Background: an optimization exercise with open tools, aiming at small area and a short achievable clock period. Do not read the settings as production practice. At most, simulation tests tie the RTL to the original design; equivalence was not proved. Power is estimated from default activity; no workload was simulated.

## main
==> flow/design.v (excerpt) <==
module PE (
    input clk,
    input rst,
    input logic [31:0] PE_in_a,
    input logic [31:0] PE_in_b,
    output logic [31:0] PE_out_r
);
Size in the first run: about 1700 cells after synthesis, about 260 flip-flops, about 98 I/O pins, about 18000 um2 of cells after synthesis.
==> module fp_mult, before the edit <==
module fp_mult (
    input  logic        clk,
    input  logic        load,
    input  logic        first,
    input  logic        store,
    input  logic [31:0] a,
    input  logic [31:0] b,
    output logic [31:0] result
);
    logic        sgn;        
    logic [7:0]  exp_s;      
    logic        zero;       
    logic [22:0] man_a;
    logic [23:0] man_b;      
    always @(posedge clk) begin
        if (load) begin
            sgn   <= a[31] ^ b[31];
            exp_s <= a[30:23] + b[30:23] + 8'd129;
            zero  <= (a[30:0] == 31'd0) || (b[30:0] == 31'd0);
            man_a <= a[22:0];
            man_b <= {1'b1, b[22:0]};
        end
        else begin
            man_b <= man_b >> 5;
        end
    end
    logic [4:0] digit;
    assign digit = man_b[4:0];
    logic [25:0] acc_s, acc_c;
    logic        acc_e;
    logic [25:0] x;
    assign x = {1'b1, man_a, 2'b00};
    logic [25:0] ns, nc;
    logic        ne;
    fp_mult_step step (.x(x),
                       .d(digit),
                       .s(first ? 26'd0 : acc_s),
                       .c(first ? 26'd0 : acc_c),
                       .e(acc_e & ~first),
                       .ns(ns),
                       .nc(nc),
                       .ne(ne));
    always @(posedge clk) begin
        acc_s <= ns;
        acc_c <= nc;
        acc_e <= ne;
    end
    logic [7:0] e2;
    logic       s2, z2;
    always @(posedge clk) begin
        e2 <= exp_s;
        s2 <= sgn;
        z2 <= zero;
    end
    logic [25:0] p;
    assign p = acc_s + acc_c + {25'd0, acc_e};
    logic [7:0]  e3;
    logic [22:0] m3;
    logic        ovf, unf;
    assign e3  = p[24] ? e2 + 8'd1 : e2;
    assign m3  = p[24] ? p[23:1] : p[22:0];
    assign ovf = p[24] ? (e2 == 8'hFE) : (e2 == 8'hFF);
    assign unf = p[24] ? (e2 == 8'hFF) : (e2 == 8'h00);
    always @(posedge clk) begin
        if (store) begin
            if (z2)
                result <= 32'd0;
            else if (ovf)
                result <= {s2, 8'hFF, 23'd0};
            else if (unf)
                result <= {s2, 8'h00, 23'd0};
            else
                result <= {s2, e3, m3};
        end
    end
endmodule
==> module fp_add, before the edit <==
module fp_add (
    input  logic        clk,
    input  logic        rst,
    input  logic        add,
    input  logic        update,
    input  logic        run,
    input  logic [31:0] b,
    output logic [31:0] sum
);
    logic [31:0] a;
    assign a = sum;
    logic za, zb;
    always @(posedge clk)
        za <= (a[30:0] == 31'd0);
    assign zb = (b[30:23] == 8'd0);
    logic [23:0] man_a, man_b;
    assign man_a = {~za, a[22:0]};
    assign man_b = {~zb, b[22:0]};
    logic [8:0] diff;
    logic [7:0] mag;
    assign diff = {1'b0, a[30:23]} - {1'b0, b[30:23]};
    assign mag  = diff[8] ? -diff[7:0] : diff[7:0];
    logic       swap;
    logic [4:0] shamt;
    always @(posedge clk) begin
        swap  <= diff[8];
        shamt <= (mag[7:5] != 3'd0) ? 5'd31 : mag[4:0];
    end
    logic        swap_r;
    logic [23:0] minor;
    always @(posedge clk) begin
        swap_r <= swap;
        minor  <= (swap ? man_a : man_b) >> shamt;
    end
    logic        larger;     
    logic        s_sgn;
    logic [7:0]  s_exp;
    logic [24:0] s_man;
    always @(posedge clk) begin
        if (add) begin
            s_sgn <= (za && zb) ? 1'b0 : (larger ? a[31] : b[31]);
            s_exp <= swap_r ? b[30:23] : a[30:23];
            s_man <= {1'b0, swap_r ? man_b : man_a} + {1'b0, minor};
        end
    end
    always @(posedge clk or negedge rst) begin
        if (!rst)
            larger <= 1'b0;
        else if (add && run)
            larger <= !diff[8] && (diff[7:0] != 8'd0 || a[22:0] > b[22:0]);
    end
    logic norm;
    assign norm = s_man[24] && !s_man[23] && (s_exp != 8'd0);
    always @(posedge clk or negedge rst) begin
        if (!rst)
            sum <= 32'd0;
        else if (update)
            sum <= {s_sgn, s_exp + {7'd0, norm}, norm ? s_man[23:1] : s_man[22:0]};
    end
endmodule
==> module PE, before the edit <==
module PE (
    input clk,
    input rst,
    input logic [31:0] PE_in_a,
    input logic [31:0] PE_in_b,
    output logic [31:0] PE_out_r
);
    logic [4:0] pm;      
    logic [5:0] pa;      
    logic       run;     
    always @(posedge clk or negedge rst) begin
        if (!rst) begin
            pm  <= 5'b00001;
            pa  <= 6'b000001;
            run <= 1'b0;
        end
        else begin
            pm <= {pm[3:0], pm[4]};
            pa <= {pa[4:0], pa[5]};
            if (pa[5])
                run <= 1'b1;
        end
    end
    logic [31:0] prod;
    fp_mult uut_1 (.clk(clk),
                   .load(pm[0]),
                   .first(pm[1]),
                   .store(pm[1] & ~pa[2]),
                   .a(PE_in_a),
                   .b(PE_in_b),
                   .result(prod));
    fp_add uut_2 (.clk(clk),
                  .rst(rst),
                  .add((pa[4] & ~pm[2]) | (pa[3] & pm[1])),
                  .update(pa[5] & run),
                  .run(run),
                  .b(prod),
                  .sum(PE_out_r));
endmodule
clock: 12.0 ns
lec_check: 0
cap_margin: 20
core_margin: 2
core_utilization: 40
cts_cluster_diameter: 80
cts_cluster_size: 24
slew_margin: 20
standard.sh (not shown) runs the stock make flow with config.mk's settings and CLKGATE_MAP_FILE= SYNTH_SCRIPT=/design/flow/synth_recipe.tcl, a recipe that flattens the netlist after the stock synthesis.
==> flow/flow/run.sh <==
#!/bin/bash
set -euo pipefail
bash standard.sh finish SETUP_SLACK_MARGIN=8.5 "BUFFER_PORTS_ARGS=-buffer_cell sky130_fd_sc_hd__buf_2" > flow.log 2>&1
The following lists how the feature branch was set up differently from main:
--- a/flow/design.v
+++ b/flow/design.v
@@ -10,13 +10,13 @@
 );
     logic        sgn;        
-    logic [7:0]  exp_s;      
-    logic        zero;       
+    logic [7:0]  exp_a, exp_b;
     logic [22:0] man_a;
     logic [23:0] man_b;      
+    logic        nz_b;       
     always @(posedge clk) begin
         if (load) begin
             sgn   <= a[31] ^ b[31];
-            exp_s <= a[30:23] + b[30:23] + 8'd129;
-            zero  <= (a[30:0] == 31'd0) || (b[30:0] == 31'd0);
+            exp_a <= a[30:23];
+            exp_b <= b[30:23];
             man_a <= a[22:0];
             man_b <= {1'b1, b[22:0]};
@@ -28,4 +28,6 @@
     logic [4:0] digit;
     assign digit = man_b[4:0];
+    always @(posedge clk)
+        nz_b <= (first ? 1'b0 : nz_b) | (load ? |digit[2:0] : |digit);
     logic [25:0] acc_s, acc_c;
     logic        acc_e;
@@ -48,9 +50,15 @@
     end
     logic [7:0] e2;
-    logic       s2, z2;
+    logic       s2, z2, e2_ff, e2_fe, e2_00;
+    logic [7:0] e2n;
+    assign e2n = exp_a + exp_b + 8'd129;
     always @(posedge clk) begin
-        e2 <= exp_s;
-        s2 <= sgn;
-        z2 <= zero;
+        e2    <= e2n;
+        e2_ff <= (e2n == 8'hFF);
+        e2_fe <= (e2n == 8'hFE);
+        e2_00 <= (e2n == 8'h00);
+        s2    <= sgn;
+        z2    <= (exp_a == 8'd0 && man_a == 23'd0) ||
+                 (exp_b == 8'd0 && !nz_b && digit[2:0] == 3'd0);
     end
     logic [25:0] p;
@@ -61,6 +69,6 @@
     assign e3  = p[24] ? e2 + 8'd1 : e2;
     assign m3  = p[24] ? p[23:1] : p[22:0];
-    assign ovf = p[24] ? (e2 == 8'hFE) : (e2 == 8'hFF);
-    assign unf = p[24] ? (e2 == 8'hFF) : (e2 == 8'h00);
+    assign ovf = p[24] ? e2_fe : e2_ff;
+    assign unf = p[24] ? e2_ff : e2_00;
     always @(posedge clk) begin
         if (store) begin
@@ -671,26 +679,21 @@
     assign a = sum;
     logic za, zb;
-    always @(posedge clk)
+    always @(posedge clk) begin
         za <= (a[30:0] == 31'd0);
-    assign zb = (b[30:23] == 8'd0);
-    logic [23:0] man_a, man_b;
-    assign man_a = {~za, a[22:0]};
-    assign man_b = {~zb, b[22:0]};
+        zb <= (b[30:23] == 8'd0);
+    end
+    logic       swap;
+    logic [4:0] shamt;
     logic [8:0] diff;
     logic [7:0] mag;
     assign diff = {1'b0, a[30:23]} - {1'b0, b[30:23]};
     assign mag  = diff[8] ? -diff[7:0] : diff[7:0];
-    logic       swap;
-    logic [4:0] shamt;
     always @(posedge clk) begin
         swap  <= diff[8];
         shamt <= (mag[7:5] != 3'd0) ? 5'd31 : mag[4:0];
     end
-    logic        swap_r;
-    logic [23:0] minor;
-    always @(posedge clk) begin
-        swap_r <= swap;
-        minor  <= (swap ? man_a : man_b) >> shamt;
-    end
+    logic [23:0] man_a, man_b, major, minor;
+    assign man_a = {~za, a[22:0]};
+    assign man_b = {~zb, b[22:0]};
     logic        larger;     
     logic        s_sgn;
@@ -698,15 +701,18 @@
     logic [24:0] s_man;
     always @(posedge clk) begin
+        major <= swap ? man_b : man_a;
+        minor <= (swap ? man_a : man_b) >> shamt;
         if (add) begin
             s_sgn <= (za && zb) ? 1'b0 : (larger ? a[31] : b[31]);
-            s_exp <= swap_r ? b[30:23] : a[30:23];
-            s_man <= {1'b0, swap_r ? man_b : man_a} + {1'b0, minor};
+            s_exp <= swap ? b[30:23] : a[30:23];
         end
     end
+    always @(posedge clk)
+        s_man <= {1'b0, major} + {1'b0, minor};
     always @(posedge clk or negedge rst) begin
         if (!rst)
             larger <= 1'b0;
         else if (add && run)
-            larger <= !diff[8] && (diff[7:0] != 8'd0 || a[22:0] > b[22:0]);
+            larger <= (a[30:0] > b[30:0]);
     end
     logic norm;
@@ -753,5 +759,5 @@
     fp_add uut_2 (.clk(clk),
                   .rst(rst),
-                  .add((pa[4] & ~pm[2]) | (pa[3] & pm[1])),
+                  .add(pa[3]),
                   .update(pa[5] & run),
                   .run(run),
Notes after the runs:
- Compared with main, the feature branch shows number of cells on the critical path lower by 8.
- From main to the feature branch the numbers moved as follows: non-clock buffer count moved down, post-synthesis to final-layout area growth moved down, sum of routed wire length over all layers moved down, number of standard cells in the final layout excluding fillers moved up, via count moved down.
- Higher simple-gate share of the synthesized area goes to main over the feature branch.
- Clock-buffer cell count: the feature branch vs main up about 20%
- Going from main to the feature branch, switching power down about 9%, fraction of the cycle the final worst path needs up 0.16 points, routed metal-1 wire length down 4.1%.
Function not checked in main: the RTL went through the layout flow alone.

-- port drivers added, routing unchanged --
Ports are ideal in the flow. The routed layouts listed here were re-timed in OpenROAD. Step 1 sets driving cells, clkbuf_16 on the clock port and buf_2 on the other inputs (assumed; they add their load-dependent delay and slew). Step 2 adds t to the input delays and takes it off the output delays; t is the mean of the earliest and latest rising clock arrival at the registers after step 1. Input paths then give back, and output paths get back, about the clock's delay inside the block. Three values: ideal ports, drivers, drivers and shift; two values: the first two.
run | t, ns | setup WS [ns] | worst hold slack (ns) | worst register clock-pin slew, ns
main | 0.607 | 8.440 / 8.416 / 7.846 | 0.336 / 0.336 / 0.336 | 0.09 / 0.09
the feature branch | 0.594 | 8.421 / 8.368 / 8.737 | 0.352 / 0.352 / 0.352 | 0.09 / 0.09
After both steps setup and hold are still met in every run listed. The setup slack of main, which loses most, moves by -0.024 ns with the drivers and by -0.594 ns with both steps.
